From an optimization exercise on the open Yosys and OpenROAD flow, aimed at small area and a short achievable clock period; shortcuts taken in it are not production practice.
No run shown here included a check of the RTL's function; only the layout flow was run.

==> flow/design.v, too long to show whole: its modules and the start of the top module <==
// module ex2_1: 1822 lines
// module ex2_1_fa: 4 lines
// module ex2_1_ha: 4 lines
// module ex2_1_pgi: 4 lines
// module ex2_1_pgn: 4 lines
module ex2_1 (
	      input 		  clk, rst, validi,
	      input [31:0] 	  data_in,
	      output logic 	  valido,
	      output logic [31:0] data_out
	      );
  // ...
==> flow/run.sh <==
#!/bin/bash
# synth_recipe.tcl (not shown) runs the flow's synth.tcl, then flattens the netlist and writes it again
# the make line also repeats each setting of config.mk as NAME=value (left out here)
make -C /OpenROAD-flow-scripts/flow DESIGN_CONFIG=/design/flow/config.mk WORK_HOME=/design/flow/orfs CLKGATE_MAP_FILE= SYNTH_SCRIPT=/design/flow/synth_recipe.tcl finish
==> flow/config.mk <==
export PLATFORM = sky130hd
export DESIGN_NAME = ex2_1
export DESIGN_NICKNAME = ex2_1
export VERILOG_FILES = /design/flow/design.v
export SDC_FILE = /design/flow/constraint.sdc
export NUM_CORES = 4
export LEC_CHECK = 0
export CAP_MARGIN = 20
export CORE_MARGIN = 2
export CORE_UTILIZATION = 40
export SETUP_SLACK_MARGIN = 4.4
export SLEW_MARGIN = 20
export SYNTH_HIERARCHICAL = 1
export TNS_END_PERCENT = 0
==> flow/constraint.sdc <==
create_clock -name core_clock -period 8.0 [get_ports {clk}]
set_input_delay 1.6000 -clock core_clock [delete_from_list [all_inputs] [get_ports {clk}]]
set_output_delay 1.6000 -clock core_clock [all_outputs]
set_load 0.01 [all_outputs]
==> results.txt, run 1 <==
* Status: complete, no violations
* CTS clock-pin slew for the worst setup and hold paths at 0.08 ns
* Starting DRC count in detailed routing at 1,285
* Die Span Y at 200 um
* CP max FO at 15
* Synth Instances at 1,438
* Die Area at 40,100 um^2
* Multi-input gate area at 12,100 um^2
* Multi-input combinational area share at 0.670
* Largest regs: a (32), data_out (32), cnt (2)
* Slew headroom at 0.427
* Startpoint types: primary input
* Bufs and invs on worst path at 1
* Non-clock inverters at 53
* Largest cell class: multi-input combinational cells
* GRT Total Usage at 0.256
* Detailed-route vias per instance at 5.79
* CP Launch Point: data_in[19]
* Starting Density at 0.408
* Fmax at 0.244 GHz
* Hold Crit Depth at 1
* Worst setup path endpoint: q78
* Most frequent cells in the layout: 279 x xnor2_1, 208 x fa_1, 203 x a22oi_1
* Final ANT Viol Nets at 0
* Final Hold Slack at 0.437 ns
* Core area at 37,800 um^2
* Top cell by count, worst path: xnor3_1
* H-tree levels at 4
* Post-route setup TNS at 0 ns
* RR Startpoint: q57
* Placed Area at 16,600 um^2
* GRT overflow at 0
* Share of post-route cells with drive strength above 1 at 0.191
* WP data arrival at 4.44 ns
* Seq area share at 0.165
* Clock Buffer Count at 19
* Measured slew at the worst slew-check pin at 0.860 ns
* CP top delay family: adder cells
* WL final at 50,700 um
==> run 2, diff against run 1 <==
--- a/flow/design.v
+++ b/flow/design.v
@@ -766,43 +766,43 @@
    wire s652;
    wire s653;
    wire c654;
    wire s655;
    wire c656;
    wire s657;
    wire c658;
    wire s659;
-   wire c660;
-   wire s661;
-   wire c662;
-   wire s663;
-   wire c664;
-   wire s665;
-   wire c666;
-   wire s667;
-   wire c668;
-   wire s669;
-   wire c670;
-   wire s671;
-   wire c672;
-   wire s673;
-   wire c674;
-   wire s675;
-   wire c676;
-   wire s677;
-   wire c678;
-   wire s679;
-   wire c680;
-   wire s681;
-   wire c682;
-   wire s683;
-   wire c684;
-   wire s685;
-   wire c686;
+   wire s660;
+   wire c661;
+   wire s662;
+   wire c663;
+   wire s664;
+   wire c665;
+   wire s666;
+   wire c667;
+   wire s668;
+   wire c669;
+   wire s670;
+   wire c671;
+   wire s672;
+   wire c673;
+   wire s674;
+   wire c675;
+   wire s676;
+   wire c677;
+   wire s678;
+   wire c679;
+   wire s680;
+   wire c681;
+   wire s682;
+   wire c683;
+   wire s684;
+   wire c685;
+   wire s686;
    wire s687;
    wire c688;
    wire s689;
    wire c690;
    wire s691;
    wire c692;
    wire s693;
    wire c694;
@@ -842,17 +842,17 @@
    wire c728;
    wire s729;
    wire c730;
    wire s731;
    wire c732;
    wire s733;
    wire c734;
    wire s735;
-   wire s736;
+   wire c736;
    wire s737;
    wire s738;
    wire c739;
    wire s740;
    wire c741;
    wire s742;
    wire c743;
    wire s744;
@@ -1600,92 +1600,92 @@
    assign s645 = pp260 ^ pp266 ^ pp270;
    assign s646 = pp272 ^ c618 ^ c620;
    assign s647 = c622 ^ c624 ^ c626;
    assign s648 = s641 ^ s642 ^ s643;
    assign s649 = s644 ^ s645 ^ c628;
    assign s650 = c630 ^ s646 ^ s647;
    assign s651 = s648 ^ c632 ^ c634;
    assign s652 = s649 ^ s650 ^ c636;
-   ex2_1_ha us653 (.a(q7), .b(q8), .s(s653), .co(c654));
-   ex2_1_ha us655 (.a(q10), .b(q11), .s(s655), .co(c656));
-   ex2_1_ha us657 (.a(q12), .b(q13), .s(s657), .co(c658));
-   ex2_1_ha us659 (.a(q14), .b(q15), .s(s659), .co(c660));
-   ex2_1_ha us661 (.a(q16), .b(q17), .s(s661), .co(c662));
-   ex2_1_ha us663 (.a(q18), .b(q19), .s(s663), .co(c664));
-   ex2_1_ha us665 (.a(q20), .b(q21), .s(s665), .co(c666));
-   ex2_1_ha us667 (.a(q22), .b(q23), .s(s667), .co(c668));
-   ex2_1_ha us669 (.a(q24), .b(q25), .s(s669), .co(c670));
-   ex2_1_ha us671 (.a(q26), .b(q27), .s(s671), .co(c672));
-   ex2_1_ha us673 (.a(q28), .b(q29), .s(s673), .co(c674));
-   ex2_1_ha us675 (.a(q30), .b(q31), .s(s675), .co(c676));
-   ex2_1_fa us677 (.a(q32), .b(q33), .c(q34), .s(s677), .co(c678));
-   ex2_1_ha us679 (.a(q35), .b(c676), .s(s679), .co(c680));
-   ex2_1_fa us681 (.a(q36), .b(q37), .c(q38), .s(s681), .co(c682));
-   ex2_1_ha us683 (.a(c680), .b(c678), .s(s683), .co(c684));
-   ex2_1_fa us685 (.a(q39), .b(q40), .c(q41), .s(s685), .co(c686));
-   ex2_1_ha us687 (.a(c682), .b(s685), .s(s687), .co(c688));
-   ex2_1_fa us689 (.a(q42), .b(q43), .c(q44), .s(s689), .co(c690));
-   ex2_1_ha us691 (.a(c686), .b(s689), .s(s691), .co(c692));
-   ex2_1_fa us693 (.a(q45), .b(q46), .c(q47), .s(s693), .co(c694));
-   ex2_1_ha us695 (.a(c690), .b(s693), .s(s695), .co(c696));
-   ex2_1_fa us697 (.a(q48), .b(q49), .c(q50), .s(s697), .co(c698));
-   ex2_1_ha us699 (.a(c694), .b(s697), .s(s699), .co(c700));
-   ex2_1_fa us701 (.a(q51), .b(q52), .c(q53), .s(s701), .co(c702));
-   ex2_1_ha us703 (.a(c698), .b(s701), .s(s703), .co(c704));
-   ex2_1_fa us705 (.a(q54), .b(q55), .c(q56), .s(s705), .co(c706));
-   ex2_1_ha us707 (.a(c702), .b(s705), .s(s707), .co(c708));
-   ex2_1_fa us709 (.a(q57), .b(q58), .c(q59), .s(s709), .co(c710));
-   ex2_1_ha us711 (.a(c706), .b(s709), .s(s711), .co(c712));
-   ex2_1_fa us713 (.a(q60), .b(q61), .c(q62), .s(s713), .co(c714));
-   ex2_1_ha us715 (.a(c710), .b(s713), .s(s715), .co(c716));
-   ex2_1_fa us717 (.a(q63), .b(q64), .c(q65), .s(s717), .co(c718));
-   ex2_1_fa us719 (.a(q66), .b(q67), .c(c714), .s(s719), .co(c720));
-   ex2_1_ha us721 (.a(s717), .b(c716), .s(s721), .co(c722));
-   ex2_1_fa us723 (.a(q68), .b(q69), .c(q70), .s(s723), .co(c724));
-   ex2_1_fa us725 (.a(q71), .b(c718), .c(s723), .s(s725), .co(c726));
-   ex2_1_ha us727 (.a(c720), .b(c722), .s(s727), .co(c728));
-   ex2_1_fa us729 (.a(q72), .b(q73), .c(q74), .s(s729), .co(c730));
-   ex2_1_fa us731 (.a(q75), .b(c724), .c(s729), .s(s731), .co(c732));
-   ex2_1_ha us733 (.a(c726), .b(s731), .s(s733), .co(c734));
-   assign s735 = q76 ^ q77 ^ q78;
-   assign s736 = q79 ^ c730 ^ s735;
-   assign s737 = s736 ^ c732;
+   ex2_1_ha us653 (.a(q63), .b(q64), .s(s653), .co(c654));
+   ex2_1_ha us655 (.a(q68), .b(q69), .s(s655), .co(c656));
+   ex2_1_ha us657 (.a(q72), .b(q73), .s(s657), .co(c658));
+   assign s659 = q76 ^ q77;
+   ex2_1_ha us660 (.a(q32), .b(q33), .s(s660), .co(c661));
+   ex2_1_ha us662 (.a(q36), .b(q37), .s(s662), .co(c663));
+   ex2_1_ha us664 (.a(q39), .b(q40), .s(s664), .co(c665));
+   ex2_1_ha us666 (.a(q42), .b(q43), .s(s666), .co(c667));
+   ex2_1_ha us668 (.a(q45), .b(q46), .s(s668), .co(c669));
+   ex2_1_ha us670 (.a(q48), .b(q49), .s(s670), .co(c671));
+   ex2_1_ha us672 (.a(q51), .b(q52), .s(s672), .co(c673));
+   ex2_1_ha us674 (.a(q54), .b(q55), .s(s674), .co(c675));
+   ex2_1_ha us676 (.a(q57), .b(q58), .s(s676), .co(c677));
+   ex2_1_ha us678 (.a(q60), .b(q61), .s(s678), .co(c679));
+   ex2_1_fa us680 (.a(q65), .b(q66), .c(q67), .s(s680), .co(c681));
+   ex2_1_fa us682 (.a(q70), .b(q71), .c(c654), .s(s682), .co(c683));
+   ex2_1_fa us684 (.a(q74), .b(q75), .c(c656), .s(s684), .co(c685));
+   assign s686 = q78 ^ q79 ^ c658;
+   ex2_1_ha us687 (.a(q7), .b(q8), .s(s687), .co(c688));
+   ex2_1_ha us689 (.a(q10), .b(q11), .s(s689), .co(c690));
+   ex2_1_ha us691 (.a(q12), .b(q13), .s(s691), .co(c692));
+   ex2_1_ha us693 (.a(q14), .b(q15), .s(s693), .co(c694));
+   ex2_1_ha us695 (.a(q16), .b(q17), .s(s695), .co(c696));
+   ex2_1_ha us697 (.a(q18), .b(q19), .s(s697), .co(c698));
+   ex2_1_ha us699 (.a(q20), .b(q21), .s(s699), .co(c700));
+   ex2_1_ha us701 (.a(q22), .b(q23), .s(s701), .co(c702));
+   ex2_1_ha us703 (.a(q24), .b(q25), .s(s703), .co(c704));
+   ex2_1_ha us705 (.a(q26), .b(q27), .s(s705), .co(c706));
+   ex2_1_ha us707 (.a(q28), .b(q29), .s(s707), .co(c708));
+   ex2_1_ha us709 (.a(q30), .b(q31), .s(s709), .co(c710));
+   ex2_1_fa us711 (.a(q34), .b(q35), .c(s660), .s(s711), .co(c712));
+   ex2_1_fa us713 (.a(q38), .b(c661), .c(s662), .s(s713), .co(c714));
+   ex2_1_fa us715 (.a(q41), .b(c663), .c(s664), .s(s715), .co(c716));
+   ex2_1_fa us717 (.a(q44), .b(c665), .c(s666), .s(s717), .co(c718));
+   ex2_1_fa us719 (.a(q47), .b(c667), .c(s668), .s(s719), .co(c720));
+   ex2_1_fa us721 (.a(q50), .b(c669), .c(s670), .s(s721), .co(c722));
+   ex2_1_fa us723 (.a(q53), .b(c671), .c(s672), .s(s723), .co(c724));
+   ex2_1_fa us725 (.a(q56), .b(c673), .c(s674), .s(s725), .co(c726));
+   ex2_1_fa us727 (.a(q59), .b(c675), .c(s676), .s(s727), .co(c728));
+   ex2_1_fa us729 (.a(q62), .b(c677), .c(s678), .s(s729), .co(c730));
+   ex2_1_fa us731 (.a(c679), .b(s653), .c(s680), .s(s731), .co(c732));
+   ex2_1_fa us733 (.a(s655), .b(c681), .c(s682), .s(s733), .co(c734));
+   ex2_1_fa us735 (.a(s657), .b(c683), .c(s684), .s(s735), .co(c736));
+   assign s737 = s659 ^ c685 ^ s686;
    ex2_1_fa us738 (.a(q0), .b(q1), .c(data_in[0]), .s(s738), .co(c739));
    ex2_1_ha us740 (.a(q2), .b(data_in[1]), .s(s740), .co(c741));
    ex2_1_ha us742 (.a(q3), .b(data_in[2]), .s(s742), .co(c743));
    ex2_1_ha us744 (.a(q4), .b(data_in[3]), .s(s744), .co(c745));
    ex2_1_ha us746 (.a(q5), .b(data_in[4]), .s(s746), .co(c747));
    ex2_1_ha us748 (.a(q6), .b(data_in[5]), .s(s748), .co(c749));
-   ex2_1_fa us750 (.a(q9), .b(s653), .c(data_in[6]), .s(s750), .co(c751));
-   ex2_1_fa us752 (.a(c654), .b(s655), .c(data_in[7]), .s(s752), .co(c753));
-   ex2_1_fa us754 (.a(c656), .b(s657), .c(data_in[8]), .s(s754), .co(c755));
-   ex2_1_fa us756 (.a(c658), .b(s659), .c(data_in[9]), .s(s756), .co(c757));
-   ex2_1_fa us758 (.a(c660), .b(s661), .c(data_in[10]), .s(s758), .co(c759));
-   ex2_1_fa us760 (.a(c662), .b(s663), .c(data_in[11]), .s(s760), .co(c761));
-   ex2_1_fa us762 (.a(c664), .b(s665), .c(data_in[12]), .s(s762), .co(c763));
-   ex2_1_fa us764 (.a(c666), .b(s667), .c(data_in[13]), .s(s764), .co(c765));
-   ex2_1_fa us766 (.a(c668), .b(s669), .c(data_in[14]), .s(s766), .co(c767));
-   ex2_1_fa us768 (.a(c670), .b(s671), .c(data_in[15]), .s(s768), .co(c769));
-   ex2_1_fa us770 (.a(c672), .b(s673), .c(data_in[16]), .s(s770), .co(c771));
-   ex2_1_fa us772 (.a(c674), .b(s675), .c(data_in[17]), .s(s772), .co(c773));
-   ex2_1_fa us774 (.a(s677), .b(s679), .c(data_in[18]), .s(s774), .co(c775));
-   ex2_1_fa us776 (.a(s681), .b(s683), .c(data_in[19]), .s(s776), .co(c777));
-   ex2_1_fa us778 (.a(c684), .b(s687), .c(data_in[20]), .s(s778), .co(c779));
-   ex2_1_fa us780 (.a(c688), .b(s691), .c(data_in[21]), .s(s780), .co(c781));
-   ex2_1_fa us782 (.a(c692), .b(s695), .c(data_in[22]), .s(s782), .co(c783));
-   ex2_1_fa us784 (.a(c696), .b(s699), .c(data_in[23]), .s(s784), .co(c785));
-   ex2_1_fa us786 (.a(c700), .b(s703), .c(data_in[24]), .s(s786), .co(c787));
-   ex2_1_fa us788 (.a(c704), .b(s707), .c(data_in[25]), .s(s788), .co(c789));
-   ex2_1_fa us790 (.a(c708), .b(s711), .c(data_in[26]), .s(s790), .co(c791));
-   ex2_1_fa us792 (.a(c712), .b(s715), .c(data_in[27]), .s(s792), .co(c793));
-   ex2_1_fa us794 (.a(s719), .b(s721), .c(data_in[28]), .s(s794), .co(c795));
-   ex2_1_fa us796 (.a(s725), .b(s727), .c(data_in[29]), .s(s796), .co(c797));
-   ex2_1_fa us798 (.a(c728), .b(s733), .c(data_in[30]), .s(s798), .co(c799));
-   assign s800 = s737 ^ c734 ^ data_in[31];
+   ex2_1_fa us750 (.a(s687), .b(q9), .c(data_in[6]), .s(s750), .co(c751));
+   ex2_1_fa us752 (.a(c688), .b(s689), .c(data_in[7]), .s(s752), .co(c753));
+   ex2_1_fa us754 (.a(c690), .b(s691), .c(data_in[8]), .s(s754), .co(c755));
+   ex2_1_fa us756 (.a(c692), .b(s693), .c(data_in[9]), .s(s756), .co(c757));
+   ex2_1_fa us758 (.a(c694), .b(s695), .c(data_in[10]), .s(s758), .co(c759));
+   ex2_1_fa us760 (.a(c696), .b(s697), .c(data_in[11]), .s(s760), .co(c761));
+   ex2_1_fa us762 (.a(c698), .b(s699), .c(data_in[12]), .s(s762), .co(c763));
+   ex2_1_fa us764 (.a(c700), .b(s701), .c(data_in[13]), .s(s764), .co(c765));
+   ex2_1_fa us766 (.a(c702), .b(s703), .c(data_in[14]), .s(s766), .co(c767));
+   ex2_1_fa us768 (.a(c704), .b(s705), .c(data_in[15]), .s(s768), .co(c769));
+   ex2_1_fa us770 (.a(c706), .b(s707), .c(data_in[16]), .s(s770), .co(c771));
+   ex2_1_fa us772 (.a(c708), .b(s709), .c(data_in[17]), .s(s772), .co(c773));
+   ex2_1_fa us774 (.a(c710), .b(s711), .c(data_in[18]), .s(s774), .co(c775));
+   ex2_1_fa us776 (.a(c712), .b(s713), .c(data_in[19]), .s(s776), .co(c777));
+   ex2_1_fa us778 (.a(c714), .b(s715), .c(data_in[20]), .s(s778), .co(c779));
+   ex2_1_fa us780 (.a(c716), .b(s717), .c(data_in[21]), .s(s780), .co(c781));
+   ex2_1_fa us782 (.a(c718), .b(s719), .c(data_in[22]), .s(s782), .co(c783));
+   ex2_1_fa us784 (.a(c720), .b(s721), .c(data_in[23]), .s(s784), .co(c785));
+   ex2_1_fa us786 (.a(c722), .b(s723), .c(data_in[24]), .s(s786), .co(c787));
+   ex2_1_fa us788 (.a(c724), .b(s725), .c(data_in[25]), .s(s788), .co(c789));
+   ex2_1_fa us790 (.a(c726), .b(s727), .c(data_in[26]), .s(s790), .co(c791));
+   ex2_1_fa us792 (.a(c728), .b(s729), .c(data_in[27]), .s(s792), .co(c793));
+   ex2_1_fa us794 (.a(c730), .b(s731), .c(data_in[28]), .s(s794), .co(c795));
+   ex2_1_fa us796 (.a(c732), .b(s733), .c(data_in[29]), .s(s796), .co(c797));
+   ex2_1_fa us798 (.a(c734), .b(s735), .c(data_in[30]), .s(s798), .co(c799));
+   assign s800 = c736 ^ s737 ^ data_in[31];
    assign ra = {c799, c797, c795, c793, c791, c789, c787, c785, c783, c781, c779, c777, c775, c773, c771, c769, c767, c765, c763, c761, c759, c757, c755, c753, c751, c749, c747, c745, c743, c741, c739, s738};
    assign rb = {s800, s798, s796, s794, s792, s790, s788, s786, s784, s782, s780, s778, s776, s774, s772, s770, s768, s766, s764, s762, s760, s758, s756, s754, s752, s750, s748, s746, s744, s742, s740, 1'b0};
    assign g0 = ra & rb;
    assign p0 = ra ^ rb;
    ex2_1_pgi ug1 (.gh(g0[1]), .ph(p0[1]), .gl(g0[0]), .pl(1'b1), .gn(xg1), .pn(xp1));
    ex2_1_pgi ug2 (.gh(g0[3]), .ph(p0[3]), .gl(g0[2]), .pl(p0[2]), .gn(xg2), .pn(xp2));
    ex2_1_pgi ug3 (.gh(g0[5]), .ph(p0[5]), .gl(g0[4]), .pl(p0[4]), .gn(xg3), .pn(xp3));
    ex2_1_pgi ug4 (.gh(g0[7]), .ph(p0[7]), .gl(g0[6]), .pl(p0[6]), .gn(xg4), .pn(xp4));
@@ -1783,47 +1783,47 @@
    ex2_1_pgi ug87 (.gh(g0[26]), .ph(p0[26]), .gl(gi86), .pl(1'b1), .gn(xg87), .pn(xp87));
    assign gi88 = ~xg67;
    assign pi88 = ~xp67;
    ex2_1_pgi ug89 (.gh(g0[28]), .ph(p0[28]), .gl(gi88), .pl(1'b1), .gn(xg89), .pn(xp89));
    assign gi90 = ~xg68;
    assign pi90 = ~xp68;
    ex2_1_pgi ug91 (.gh(g0[30]), .ph(p0[30]), .gl(gi90), .pl(1'b1), .gn(xg91), .pn(xp91));
    assign sum[0] = p0[0];
-   assign sum[1] = p0[1] ^ g0[0];
-   assign sum[2] = p0[2] ^ ~xg1;
-   assign sum[3] = p0[3] ^ ~xg70;
-   assign sum[4] = p0[4] ^ xg17;
-   assign sum[5] = p0[5] ^ ~xg71;
-   assign sum[6] = p0[6] ^ ~xg33;
-   assign sum[7] = p0[7] ^ ~xg72;
-   assign sum[8] = p0[8] ^ ~xg34;
-   assign sum[9] = p0[9] ^ ~xg73;
-   assign sum[10] = p0[10] ^ xg47;
-   assign sum[11] = p0[11] ^ ~xg74;
-   assign sum[12] = p0[12] ^ xg49;
-   assign sum[13] = p0[13] ^ ~xg75;
-   assign sum[14] = p0[14] ^ xg50;
-   assign sum[15] = p0[15] ^ ~xg76;
-   assign sum[16] = p0[16] ^ xg51;
-   assign sum[17] = p0[17] ^ ~xg77;
-   assign sum[18] = p0[18] ^ ~xg60;
-   assign sum[19] = p0[19] ^ ~xg79;
-   assign sum[20] = p0[20] ^ ~xg61;
-   assign sum[21] = p0[21] ^ ~xg81;
-   assign sum[22] = p0[22] ^ ~xg63;
-   assign sum[23] = p0[23] ^ ~xg83;
-   assign sum[24] = p0[24] ^ ~xg65;
-   assign sum[25] = p0[25] ^ ~xg85;
-   assign sum[26] = p0[26] ^ ~xg66;
-   assign sum[27] = p0[27] ^ ~xg87;
-   assign sum[28] = p0[28] ^ ~xg67;
-   assign sum[29] = p0[29] ^ ~xg89;
-   assign sum[30] = p0[30] ^ ~xg68;
-   assign sum[31] = p0[31] ^ ~xg91;
+   ex2_1_x us1 (.a(p0[1]), .b(g0[0]), .y(sum[1]));
+   ex2_1_xn us2 (.a(p0[2]), .b(xg1), .y(sum[2]));
+   ex2_1_xn us3 (.a(p0[3]), .b(xg70), .y(sum[3]));
+   ex2_1_x us4 (.a(p0[4]), .b(xg17), .y(sum[4]));
+   ex2_1_xn us5 (.a(p0[5]), .b(xg71), .y(sum[5]));
+   ex2_1_xn us6 (.a(p0[6]), .b(xg33), .y(sum[6]));
+   ex2_1_xn us7 (.a(p0[7]), .b(xg72), .y(sum[7]));
+   ex2_1_xn us8 (.a(p0[8]), .b(xg34), .y(sum[8]));
+   ex2_1_xn us9 (.a(p0[9]), .b(xg73), .y(sum[9]));
+   ex2_1_x us10 (.a(p0[10]), .b(xg47), .y(sum[10]));
+   ex2_1_xn us11 (.a(p0[11]), .b(xg74), .y(sum[11]));
+   ex2_1_x us12 (.a(p0[12]), .b(xg49), .y(sum[12]));
+   ex2_1_xn us13 (.a(p0[13]), .b(xg75), .y(sum[13]));
+   ex2_1_x us14 (.a(p0[14]), .b(xg50), .y(sum[14]));
+   ex2_1_xn us15 (.a(p0[15]), .b(xg76), .y(sum[15]));
+   ex2_1_x us16 (.a(p0[16]), .b(xg51), .y(sum[16]));
+   ex2_1_xn us17 (.a(p0[17]), .b(xg77), .y(sum[17]));
+   ex2_1_xn us18 (.a(p0[18]), .b(xg60), .y(sum[18]));
+   ex2_1_xn us19 (.a(p0[19]), .b(xg79), .y(sum[19]));
+   ex2_1_xn us20 (.a(p0[20]), .b(xg61), .y(sum[20]));
+   ex2_1_xn us21 (.a(p0[21]), .b(xg81), .y(sum[21]));
+   ex2_1_xn us22 (.a(p0[22]), .b(xg63), .y(sum[22]));
+   ex2_1_xn us23 (.a(p0[23]), .b(xg83), .y(sum[23]));
+   ex2_1_xn us24 (.a(p0[24]), .b(xg65), .y(sum[24]));
+   ex2_1_xn us25 (.a(p0[25]), .b(xg85), .y(sum[25]));
+   ex2_1_xn us26 (.a(p0[26]), .b(xg66), .y(sum[26]));
+   ex2_1_xn us27 (.a(p0[27]), .b(xg87), .y(sum[27]));
+   ex2_1_xn us28 (.a(p0[28]), .b(xg67), .y(sum[28]));
+   ex2_1_xn us29 (.a(p0[29]), .b(xg89), .y(sum[29]));
+   ex2_1_xn us30 (.a(p0[30]), .b(xg68), .y(sum[30]));
+   ex2_1_xn us31 (.a(p0[31]), .b(xg91), .y(sum[31]));
 endmodule
 module ex2_1_fa (input a, b, c, output s, co);
    assign s = a ^ b ^ c;
    assign co = (a & b) | (c & (a ^ b));
 endmodule
 module ex2_1_ha (input a, b, output s, co);
    assign s = a ^ b;
    assign co = a & b;
@@ -1831,8 +1831,14 @@
 module ex2_1_pgi (input gh, ph, gl, pl, output gn, pn);
    assign gn = ~(gh | (ph & gl));
    assign pn = ~(ph & pl);
 endmodule
 module ex2_1_pgn (input gnh, pnh, gnl, pnl, output g, p);
    assign g = ~(gnh & (pnh | gnl));
    assign p = ~(pnh | pnl);
 endmodule
+module ex2_1_x (input a, b, output y);
+   assign y = a ^ b;
+endmodule
+module ex2_1_xn (input a, b, output y);
+   assign y = ~(a ^ b);
+endmodule
==> run 2 against run 1 <==
Net effect:
- area after synthesis up 0.20%
- die area increased by 0.20%
- via count up 4.0%
- worst setup slack got worse by 0.084 ns
- global-route usage rose by 1.4 points
- non-clock buffer count increased by 3
- critical path depth shrank 3
- routed wire length is 6.5% higher
- still clean
- sequential cell count unchanged
==> results.txt, run 2 <==
* WP depth at 8
* Synth Instances at 1,442 (+0.28%)
* Core area at 37,800 um^2 (+0.24%)
* CTS tree: built
* GRT Total Usage at 0.270 (+0.0140)
* Cell Area, Synth at 15,400 um^2
* Final hold violation count at 0
* Area Overhead vs Synth at 18.3%
* Total number of vias at 12,100
* Yosys warns at 7
* Hold Crit Depth at 1 (unchanged)
* GRT overflow at 0 (unchanged)
* Port Buf Inserts at 67
* Non-Filler Instances at 2,014
* CTS clock-pin slew for the worst setup and hold paths at 0.06 ns (-0.02 ns)
* Layout Utilization at 0.482
* CP max stage delay at 0.48 ns
* Tmin final at 4.18 ns
* Slew headroom at 0.374 (-0.0527)
* Bufs and invs on worst path at 2 (+1)
* WL final at 54,000 um (+6.5%)
* Die Span Y at 200 um (about the same)
* Worst R2R Setup Slack at 3.87 ns
* CP top delay family: adder cells
* Fmax at 0.239 GHz (-2.0%)
* CP endpoint kind: flop
* Setup-failing EPs final at 0
* Startpoint types: primary input
* Starting DRC count in detailed routing at 1,444 (+12%)
* CTS Buffer Depth at 2
* Largest regs: a (32), data_out (32), cnt (2)
* Setup CP Type: primary input to flop
* Measured slew at the worst slew-check pin at 0.939 ns (+0.0790 ns)
* Setup ws final at 3.82 ns
* Worst Hold Class: flop to flop
* Most common cell after layout, fill and taps aside: xnor2_1
* Largest net degree at the start of global routing at 64
* Top cell by count, worst path: fa_1
* Avg Synthesized Cell Area at 10.7 um^2
* Post-detail-place hpwl at 35,800 um
* Avg WL per Cell at 26.8 um
* Max-cap violations at 0
* Initial antenna violation count at 0
* Cell Count Post-Placement at 1,937
* Slowest cell on the critical path: fa_1
* Worst Skew at 0.0141 ns
* Chip width at 200 um
* Vias in the first global route at 12,400
* Starting Density at 0.408 (about the same)
* Detailed-route vias per instance at 6.00 (+3.6%)
* H-tree levels at 4 (unchanged)
* Root buf cell: clkbuf_16
* CTS Buf Count at 17
* Worst EP required at 8.32 ns
* Share of post-route cells with drive strength above 1 at 0.193 (+0.00164)
* Unrepaired setup endpoints after global routing: true
* R2R cell count at 11
* Io pins at 68
* Max-slew violations at 0
* Final ANT Viol Nets at 0 (unchanged)
* Status: complete, no violations
* NumNets Final at 1,826
* Final period util at 0.523
* Worst slack, placed at 2.50 ns
* Row Count at 71
* Post-route DRC at 0
* First-pass GRT wire length at 80,300 um
* Post-route setup TNS at 0 ns (unchanged)
* DR pass1 iterations at 9
* WP data arrival at 4.50 ns (+0.06 ns)
* CP max FO at 29 (+14)
* Critical Path, Cell by Cell: clkdlybuf4s15_2 > buf_8 > a22oi_1 > xnor2_1 > fa_1 > fa_1 > fa_1 > fa_1
* # clock sinks at 147
* Clk Latency, worst-skew pair at 0.45 ns
* Die Area at 40,100 um^2 (+0.20%)
* Multi-input gate area at 12,100 um^2 (+0.15%)
* GPL Wtd Cong at 0.909
* Most frequent cells in the layout: 277 x xnor2_1, 215 x fa_1, 199 x a22oi_1
* Sequential cell area at 2960 um^2
* Diode count at 0
* # fillers at 3,448
-- run 2: final timing paths --
kind | from | end
min in group asynchronous | rst | cnt[0]
max in group asynchronous | rst | valido
min | cnt[0] | cnt[0]
max reg2reg | a[13] | q78
min reg2reg | cnt[0] | cnt[0]
max | data_in[1] | q50
-- run 2: worst register-to-register path: cells and delay by family (launching register included) --
| kind | cells | cell delay, ns |
|---|---|---|
| adder cells (fa/ha/maj) | 4 | 2.20 |
| AO/OA/AOI/OAI | 1 | 0.21 |
| XOR/XNOR | 6 | 1.23 |
| flip-flops | 1 | 0.38 |
-- run 2: per-stage QoR --
| stage | hold WS (ns) | cell area [um^2] |
|---|---|---|
| after global placement | 0.420 | 16600 |
| final | 0.435 | 18200 |
| after CTS | 0.439 | 18100 |
| after detailed placement | 0.430 | 16600 |
| after floorplan | 0.359 | 15600 |
| after global routing | 0.457 | 18200 |
-- run 2: repair_timing --
action / CTS / global route
cloned: 8 / 0
setup buffers: 33 / 4
endpoints found under the setup margin: 104 / 84
resized for setup: 235 / 32
hold buffers: 0 / 0
endpoints found under the hold margin: 0 / 0
pin swaps: 36 / 22
-- run 2: layout make-up --
cell class                      instances  area share
Multi-Input combinational cell       1121       0.662
Clock buffer                           21      0.0263
Clock inverter                         11     0.00686
Sequential cell                       147       0.162
Inverter                               53      0.0116
Tap cell                              511      0.0350
Timing Repair Buffer                  150      0.0956
-- run 2: metal layers --
layer / vias up / GRT usage / part of all wire
met5: - / 0 / 0
met4: 0 / 0.120 / 0.048
met3: 174 / 0.0605 / 0.11
met2: 816 / 0.425 / 0.45
met1: 6085 / 0.358 / 0.40
li1: 5010 / - / -

==> afterwards: timing with drivers on the ports <==
The flow's constraints put no driver on any port. The routed layouts listed below were extracted and timed again, unchanged, in two steps.
Step 1, drivers: a clkbuf_16 drives clk and a buf_2 each remaining input, both assumed.
Step 2 moves the port delays by t, midway between the first and last clock arrival at a register: inputs arrive t later, outputs are due t later. That takes back most of the time a late clock gives input paths.
Slacks: ideal / step 1 / step 2; pairs: ideal / step 1.
| run | t (ns) | setup slack, ns | worst setup path at the end | worst register clock-pin slew, ns | pins driven straight from the clock port |
|---|---|---|---|---|---|
| run 1 | 0.506 | 3.901 / 3.915 / 3.409 | input to register | 0.08 / 0.08 | 1 |
| run 2 | 0.497 | 3.817 / 3.828 / 3.331 | input to register | 0.07 / 0.07 | 1 |
After both steps every run listed still meets setup and hold. For run 1, which loses most, drivers alone change the setup slack by +0.014 ns; drivers and shift together by -0.492 ns.
